What follows belongs to an exercise in optimizing a design on an open flow for small area; a production flow would make more cautious choices. The RTL was checked by simulation tests, not by an equivalence proof against the original design. The flow treats the clock pin as an ideal source. Dropping or thinning the clock tree relies on that and would not hold on a real chip.

==> run G <==
==> flow/design.v (excerpt) <==
module super_mario_music (
    input wire clk_1MHz,  
    input wire rst,
    output reg piezo      
);
    reg [6:0]  a;         
    reg [4:0]  p;         
    reg [4:0]  cnt;       
    reg [13:0] b;         
    reg [13:0] t0;        
    reg [15:0] tc;        
    wire [8:0] u_o;
    smm_u u_rom (.i(a), .o(u_o));
    wire [3:0] tcode = u_o[3:0];
    wire [3:0] dv    = u_o[7:4];
    wire       last  = u_o[8];
    wire [6:0] nstart;
    smm_p p_rom (.i(p), .o(nstart));
    wire [5:0] t_o;
    smm_t t_rom (.i({piezo, tcode, cnt}), .o(t_o));
    wire [6:0] dl;
    smm_d d_rom (.i(t0[12:5]), .o(dl));
    function [13:0] add14_4(input [13:0] x, input [3:0] y);
        integer i; reg c;
        begin
            c = 1'b0;
            for (i = 0; i < 14; i = i + 1) begin
                add14_4[i] = x[i] ^ (i < 4 ? y[i] : 1'b0) ^ c;
                c = (x[i] & (i < 4 ? y[i] : 1'b0)) | (c & (x[i] ^ (i < 4 ? y[i] : 1'b0)));
            end
        end
    endfunction
    function gt14(input [13:0] x, input [13:0] y);  
        integer i; reg g;
        begin
            g = 1'b0;
            for (i = 0; i < 14; i = i + 1)
                g = (x[i] & ~y[i]) | (~(x[i] ^ y[i]) & g);
            gt14 = g;
        end
    endfunction
    function [13:0] sub14_7(input [13:0] x, input [6:0] y);
        integer i; reg bw; reg yi;
        begin
            bw = 1'b0;
            for (i = 0; i < 14; i = i + 1) begin
                yi = (i < 7) ? y[i] : 1'b0;
                sub14_7[i] = x[i] ^ yi ^ bw;
                bw = (~x[i] & yi) | (bw & ~(x[i] ^ yi));
            end
        end
    endfunction
    function [6:0] inc7(input [6:0] x);
        integer i; reg c;
        begin
            c = 1'b1;
            for (i = 0; i < 7; i = i + 1) begin
                inc7[i] = x[i] ^ c;
                c = c & x[i];
            end
        end
    endfunction
    function [4:0] inc5(input [4:0] x);
  ...
==> flow/config.mk <==
export PLATFORM = sky130hd
export DESIGN_NAME = super_mario_music
export DESIGN_NICKNAME = super_mario_music
export VERILOG_FILES = /design/flow/design.v
export SDC_FILE = /design/flow/constraint.sdc
export NUM_CORES = 4
export LEC_CHECK = 0
export ABC_AREA = 1
export CAP_MARGIN = 20
export CORE_MARGIN = 2
export CORE_UTILIZATION = 40
export CTS_BUF_LIST = sky130_fd_sc_hd__clkbuf_4
export CTS_CLUSTER_DIAMETER = 500
export CTS_CLUSTER_SIZE = 64
export SLEW_MARGIN = 20
export SYNTH_MEMORY_MAX_BITS = 65536
==> flow/constraint.sdc <==
create_clock -name core_clock -period 125.0 [get_ports {clk_1MHz}]
set_input_delay 25.0000 -clock core_clock [delete_from_list [all_inputs] [get_ports {clk_1MHz}]]
set_output_delay 25.0000 -clock core_clock [all_outputs]
set_load 0.01 [all_outputs]
run.sh (not shown) runs the stock make flow with config.mk's settings and CLKGATE_MAP_FILE= SYNTH_SCRIPT=/design/flow/synth_recipe.tcl, a recipe that flattens the netlist after the stock synthesis.
==> run Y: changes against run G <==
==> flow/flow/run.sh (new file) <==
#!/bin/bash
# Standard ORFS layout with two extra steps:
#  * before floorplanning, every combinational cell is swapped to its smallest
#    drive strength (the clock period is long, so synthesis's upsizing buys nothing);
#  * after CTS, the clock tree is replaced by one clock buffer driving every register.
# Each tool's full output goes to standard.log in this folder.
set -uo pipefail
export PRE_FLOORPLAN_TCL=$PWD/flow/downsize.tcl
export POST_CTS_TCL=$PWD/flow/cts_single.tcl
export FLOW_CLOCK_PORT=clk_1MHz
export FLOW_CLOCK_BUF=sky130_fd_sc_hd__clkbuf_16
export FLOW_CLOCK_GROUPS=2
export CTS_ARGS="-buf_list sky130_fd_sc_hd__clkbuf_8 -dont_use_dummy_load -repair_clock_nets"
bash standard.sh > standard.log 2>&1
==> flow/flow/cts_single.tcl (new file) <==
# Replace the clock tree that CTS built with one clock buffer that drives every
# register clock pin directly (all registers see the same clock arrival).
set db [ord::get_db]
set block [ord::get_db_block]
set clk_bterm [$block findBTerm $::env(FLOW_CLOCK_PORT)]
set root_net [$clk_bterm getNet]
set ::cs_sinks {}
set ::cs_old_insts {}
set ::cs_old_nets {}
proc collect_sinks {net} {

  foreach it [$net getITerms] {
    if {![$it isInputSignal] && [$it getIoType] ne "INPUT"} { continue }
    set inst [$it getInst]
    set mname [[$inst getMaster] getName]
    if {[string match "sky130_fd_sc_hd__clkbuf_*" $mname] || [string match "sky130_fd_sc_hd__clkinv*" $mname] || [string match "sky130_fd_sc_hd__bufinv*" $mname]} {
      lappend ::cs_old_insts $inst
      foreach ot [$inst getITerms] {
        if {[$ot isOutputSignal]} {
          set on [$ot getNet]
          if {$on ne "NULL" && $on ne ""} { lappend ::cs_old_nets $on; collect_sinks $on }
        }
      }
    } else {
      lappend ::cs_sinks $it
    }
  }
}
collect_sinks $root_net
puts "cts_single: [llength $::cs_sinks] sinks, removing [llength $::cs_old_insts] clock cells"
set master [$db findMaster $::env(FLOW_CLOCK_BUF)]
set ngroups $::env(FLOW_CLOCK_GROUPS)
# sink positions
set pts {}
foreach it $::cs_sinks {
  set bb [[$it getInst] getBBox]
  lappend pts [list [expr {([$bb xMin] + [$bb xMax]) / 2.0}] [expr {([$bb yMin] + [$bb yMax]) / 2.0}]]
  $it disconnect
}
foreach inst $::cs_old_insts { odb::dbInst_destroy $inst }
foreach n $::cs_old_nets { if {[llength [$n getITerms]] == 0} { odb::dbNet_destroy $n } }
# k-means on sink positions, seeded by sorting on x then y
set n [llength $pts]
set order [lsort -real -index 0 $pts]
set cents {}
for {set g 0} {$g < $ngroups} {incr g} {
  lappend cents [lindex $order [expr {int(($g + 0.5) * $n / $ngroups)}]]
}
for {set iter 0} {$iter < 50} {incr iter} {
  set asg {}
  foreach p $pts {
    set bd 1e18; set bg 0
    for {set g 0} {$g < $ngroups} {incr g} {
      set c [lindex $cents $g]
      set d [expr {abs([lindex $p 0] - [lindex $c 0]) + abs([lindex $p 1] - [lindex $c 1])}]
      if {$d < $bd} { set bd $d; set bg $g }
    }
    lappend asg $bg
  }
  set newc {}
  for {set g 0} {$g < $ngroups} {incr g} {
    set sx 0.0; set sy 0.0; set k 0
    foreach p $pts a $asg { if {$a == $g} { set sx [expr {$sx + [lindex $p 0]}]; set sy [expr {$sy + [lindex $p 1]}]; incr k } }
    if {$k > 0} { lappend newc [list [expr {$sx / $k}] [expr {$sy / $k}]] } else { lappend newc [lindex $cents $g] }
  }
  set cents $newc
}
for {set g 0} {$g < $ngroups} {incr g} {
  set buf [odb::dbInst_create $block $master "clkbuf_root_$g"]
  set net [odb::dbNet_create $block "clknet_root_$g"]
  $net setSigType CLOCK
  foreach it [$buf getITerms] {
    set mt [$it getMTerm]
    if {[$mt getName] eq "A"} { $it connect $root_net }
    if {[$mt getName] eq "X"} { $it connect $net }
  }
  set k 0
  foreach it $::cs_sinks a $asg { if {$a == $g} { $it connect $net; incr k } }
  set c [lindex $cents $g]
  $buf setLocation [expr {int([lindex $c 0])}] [expr {int([lindex $c 1])}]
  $buf setPlacementStatus PLACED
  puts "cts_single: buffer $g drives $k registers"
}
detailed_placement
check_placement -verbose
estimate_parasitics -placement
report_clock_skew
==> flow/flow/downsize.tcl (new file) <==
# Swap each combinational cell to the smallest-area variant of the same function
# (same base name, different drive strength). Registers keep their cell type.
set db [ord::get_db]
set block [ord::get_db_block]
set dont_use {}
if {[info exists ::env(DONT_USE_CELLS)]} { set dont_use $::env(DONT_USE_CELLS) }
array set best {}
foreach lib [$db getLibs] {
  foreach m [$lib getMasters] {
    set n [$m getName]
    if {![regexp {^(sky130_fd_sc_hd__[a-z0-9]+)_([0-9]+)$} $n -> base drv]} { continue }
    set skip 0
    foreach pat $dont_use { if {[string match $pat $n]} { set skip 1 } }
    if {$skip} { continue }
    set a [expr {[$m getWidth] * [$m getHeight]}]
    if {![info exists best($base)] || $a < [lindex $best($base) 1]} { set best($base) [list $m $a] }
  }
}
set nswap 0
foreach inst [$block getInsts] {
  set m [$inst getMaster]
  set n [$m getName]
  if {![regexp {^(sky130_fd_sc_hd__[a-z0-9]+)_([0-9]+)$} $n -> base drv]} { continue }
  if {[regexp {^sky130_fd_sc_hd__(df|sdf|edf|dl|tap|fill|decap|conb|lpflow)} $n]} { continue }
  if {![info exists best($base)]} { continue }
  set bm [lindex $best($base) 0]
  set ba [lindex $best($base) 1]
  set a [expr {[$m getWidth] * [$m getHeight]}]
  if {$ba < $a} {
    $inst swapMaster $bm
    incr nswap
  }
}
puts "downsize: swapped $nswap instances"
==> flow/standard.sh (new file) <==
#!/bin/bash
# synth_recipe.tcl (not shown) runs the flow's synth.tcl, then flattens the netlist and writes it again
# the make line also repeats each setting of config.mk as NAME=value (left out here)
make -C /OpenROAD-flow-scripts/flow DESIGN_CONFIG=/design/flow/config.mk WORK_HOME=/design/flow/orfs CLKGATE_MAP_FILE= SYNTH_SCRIPT=/design/flow/synth_recipe.tcl "${@:-finish}"
--- a/flow/config.mk
+++ b/flow/config.mk
@@ -9,8 +9,8 @@
 export CAP_MARGIN = 20
 export CORE_MARGIN = 2
-export CORE_UTILIZATION = 40
-export CTS_BUF_LIST = sky130_fd_sc_hd__clkbuf_4
+export CORE_UTILIZATION = 70
+export CTS_BUF_LIST = sky130_fd_sc_hd__clkbuf_8
 export CTS_CLUSTER_DIAMETER = 500
-export CTS_CLUSTER_SIZE = 64
+export CTS_CLUSTER_SIZE = 100
 export SLEW_MARGIN = 20
 export SYNTH_MEMORY_MAX_BITS = 65536
removed: flow/run.sh
==> run M: changes against run G <==
--- a/flow/config.mk
+++ b/flow/config.mk
@@ -10,7 +10,4 @@
 export CORE_MARGIN = 2
 export CORE_UTILIZATION = 40
-export CTS_BUF_LIST = sky130_fd_sc_hd__clkbuf_4
-export CTS_CLUSTER_DIAMETER = 500
-export CTS_CLUSTER_SIZE = 64
 export SLEW_MARGIN = 20
 export SYNTH_MEMORY_MAX_BITS = 65536
==> run F: changes against run G <==
==> flow/flow/run.sh (new file) <==
#!/bin/bash
# Standard ORFS layout with one extra step: before floorplanning, every
# combinational cell is swapped to its smallest drive strength (the clock
# period is long, so the upsizing done during synthesis buys nothing).
# Each tool's full output goes to standard.log in this folder.
set -uo pipefail
export PRE_FLOORPLAN_TCL=$PWD/flow/downsize.tcl
export CTS_ARGS="-sink_clustering_enable -sink_clustering_size 100 -sink_clustering_max_diameter 2000 -buf_list sky130_fd_sc_hd__clkbuf_16 -dont_use_dummy_load -repair_clock_nets"
bash standard.sh > standard.log 2>&1
==> flow/flow/downsize.tcl (new file) <==
# Swap each combinational cell to the smallest-area variant of the same function
# (same base name, different drive strength). Registers keep their cell type.
set db [ord::get_db]
set block [ord::get_db_block]
set dont_use {}
if {[info exists ::env(DONT_USE_CELLS)]} { set dont_use $::env(DONT_USE_CELLS) }
array set best {}
foreach lib [$db getLibs] {
  foreach m [$lib getMasters] {
    set n [$m getName]
    if {![regexp {^(sky130_fd_sc_hd__[a-z0-9]+)_([0-9]+)$} $n -> base drv]} { continue }
    set skip 0
    foreach pat $dont_use { if {[string match $pat $n]} { set skip 1 } }
    if {$skip} { continue }
    set a [expr {[$m getWidth] * [$m getHeight]}]
    if {![info exists best($base)] || $a < [lindex $best($base) 1]} { set best($base) [list $m $a] }
  }
}
set nswap 0
foreach inst [$block getInsts] {
  set m [$inst getMaster]
  set n [$m getName]
  if {![regexp {^(sky130_fd_sc_hd__[a-z0-9]+)_([0-9]+)$} $n -> base drv]} { continue }
  if {[regexp {^sky130_fd_sc_hd__(df|sdf|edf|dl|tap|fill|decap|conb|lpflow)} $n]} { continue }
  if {![info exists best($base)]} { continue }
  set bm [lindex $best($base) 0]
  set ba [lindex $best($base) 1]
  set a [expr {[$m getWidth] * [$m getHeight]}]
  if {$ba < $a} {
    $inst swapMaster $bm
    incr nswap
  }
}
puts "downsize: swapped $nswap instances"
==> flow/standard.sh (new file) <==
#!/bin/bash
# synth_recipe.tcl (not shown) runs the flow's synth.tcl, then flattens the netlist and writes it again
# the make line also repeats each setting of config.mk as NAME=value (left out here)
make -C /OpenROAD-flow-scripts/flow DESIGN_CONFIG=/design/flow/config.mk WORK_HOME=/design/flow/orfs CLKGATE_MAP_FILE= SYNTH_SCRIPT=/design/flow/synth_recipe.tcl "${@:-finish}"
--- a/flow/config.mk
+++ b/flow/config.mk
@@ -9,8 +9,8 @@
 export CAP_MARGIN = 20
 export CORE_MARGIN = 2
-export CORE_UTILIZATION = 40
-export CTS_BUF_LIST = sky130_fd_sc_hd__clkbuf_4
+export CORE_UTILIZATION = 70
+export CTS_BUF_LIST = sky130_fd_sc_hd__clkbuf_8
 export CTS_CLUSTER_DIAMETER = 500
-export CTS_CLUSTER_SIZE = 64
+export CTS_CLUSTER_SIZE = 100
 export SLEW_MARGIN = 20
 export SYNTH_MEMORY_MAX_BITS = 65536
removed: flow/run.sh
==> impl_metrics.json <==
{
  "reg2regPathDepth": 34,
  "routed_wl_mm": 11.8,
  "avgRoutedWirePerCell_microns": 15.8,
  "die_h_microns": 87.0,
  "max-slew-margin-rel_pct": 36.6,
  "fin_ws_ps": 98900,
  "tap_cells": 80,
  "grt.total_usage_pct": 33.5,
  "gp_congestion": 1.03,
  "grt_pass1_wl_mm": 20.5,
  "run_status": "no timing/DRC/antenna violations"
}
# the run above: run Y

==> impl_metrics.json <==
{
  "reg2regPathDepth": 35,
  "avgRoutedWirePerCell_microns": 13.2,
  "run_status": "no timing/DRC/antenna violations",
  "gp_congestion": 0.990,
  "fin_ws_ps": 98670,
  "setup_viol": 0,
  "grt_pass1_wl_mm": 19.6,
  "tap_cells": 168,
  "routed_wl_mm": 11.2
}
# the run above: run G

==> impl_metrics.json <==
{
  "run_status": "no timing/DRC/antenna violations",
  "tap_cells": 80,
  "fin_ws_ps": 98770,
  "die_h_microns": 87.0,
  "avgRoutedWirePerCell_microns": 16.2,
  "routed_wl_mm": 12.3,
  "worst_pin_slew_ps": 947,
  "grt.total_usage_pct": 35.2,
  "hold_buffers": 0,
  "grt_pass1_wl_mm": 21.0,
  "gp_congestion": 1.03
}
# the run above: run F

==> impl_metrics.json <==
{
  "avgRoutedWirePerCell_microns": 13.4,
  "reg2regPathDepth": 35,
  "die_h_microns": 116,
  "grt.total_usage_pct": 18.4,
  "max-slew-margin-rel_pct": 39.4,
  "gp_congestion": 0.990,
  "layout.nets": 738,
  "fin_ws_ps": 98780,
  "run_status": "no timing/DRC/antenna violations",
  "routed_wl_mm": 11.4
}
# the run above: run M

The clock cells of run Y come from the design's own scripts or RTL, not from TritonCTS.

==> separate check: timing with driven ports <==
The flow's constraints put no driver on any port. The routed layouts listed below were extracted and timed again, unchanged, in two steps. Step 1, drivers: a clkbuf_16 drives clk_1MHz and a buf_2 each remaining input, both assumed. Step 2, shift: input delay + t, output delay - t, t = (earliest + latest rising clock arrival at the registers) / 2. This alone moves slack from input paths to output paths. Slacks: ideal ports / drivers / drivers and shift; pairs: ideal ports / drivers.
| run | t (ns) | setup WS [ns] | worst hold slack (ns) | slew at the worst register clock pin (ns) | pins driven straight from the clock port |
|---|---|---|---|---|---|
| run G | 0.447 | 98.671 / 98.641 / 98.951 | 0.388 / 0.388 / 0.388 | 0.12 / 0.12 | 1 |
| run Y | 0.226 | 98.903 / 98.848 / 98.950 | 0.392 / 0.392 / 0.392 | 0.12 / 0.12 | 2 |
| run M | 0.366 | 98.778 / 98.740 / 98.934 | 0.376 / 0.376 / 0.376 | 0.06 / 0.06 | 1 |
| run F | 0.361 | 98.775 / 98.740 / 98.922 | 0.373 / 0.373 / 0.373 | 0.05 / 0.05 | 1 |
After both steps setup and hold are still met in every run listed. Setup slack includes reset recovery checks.
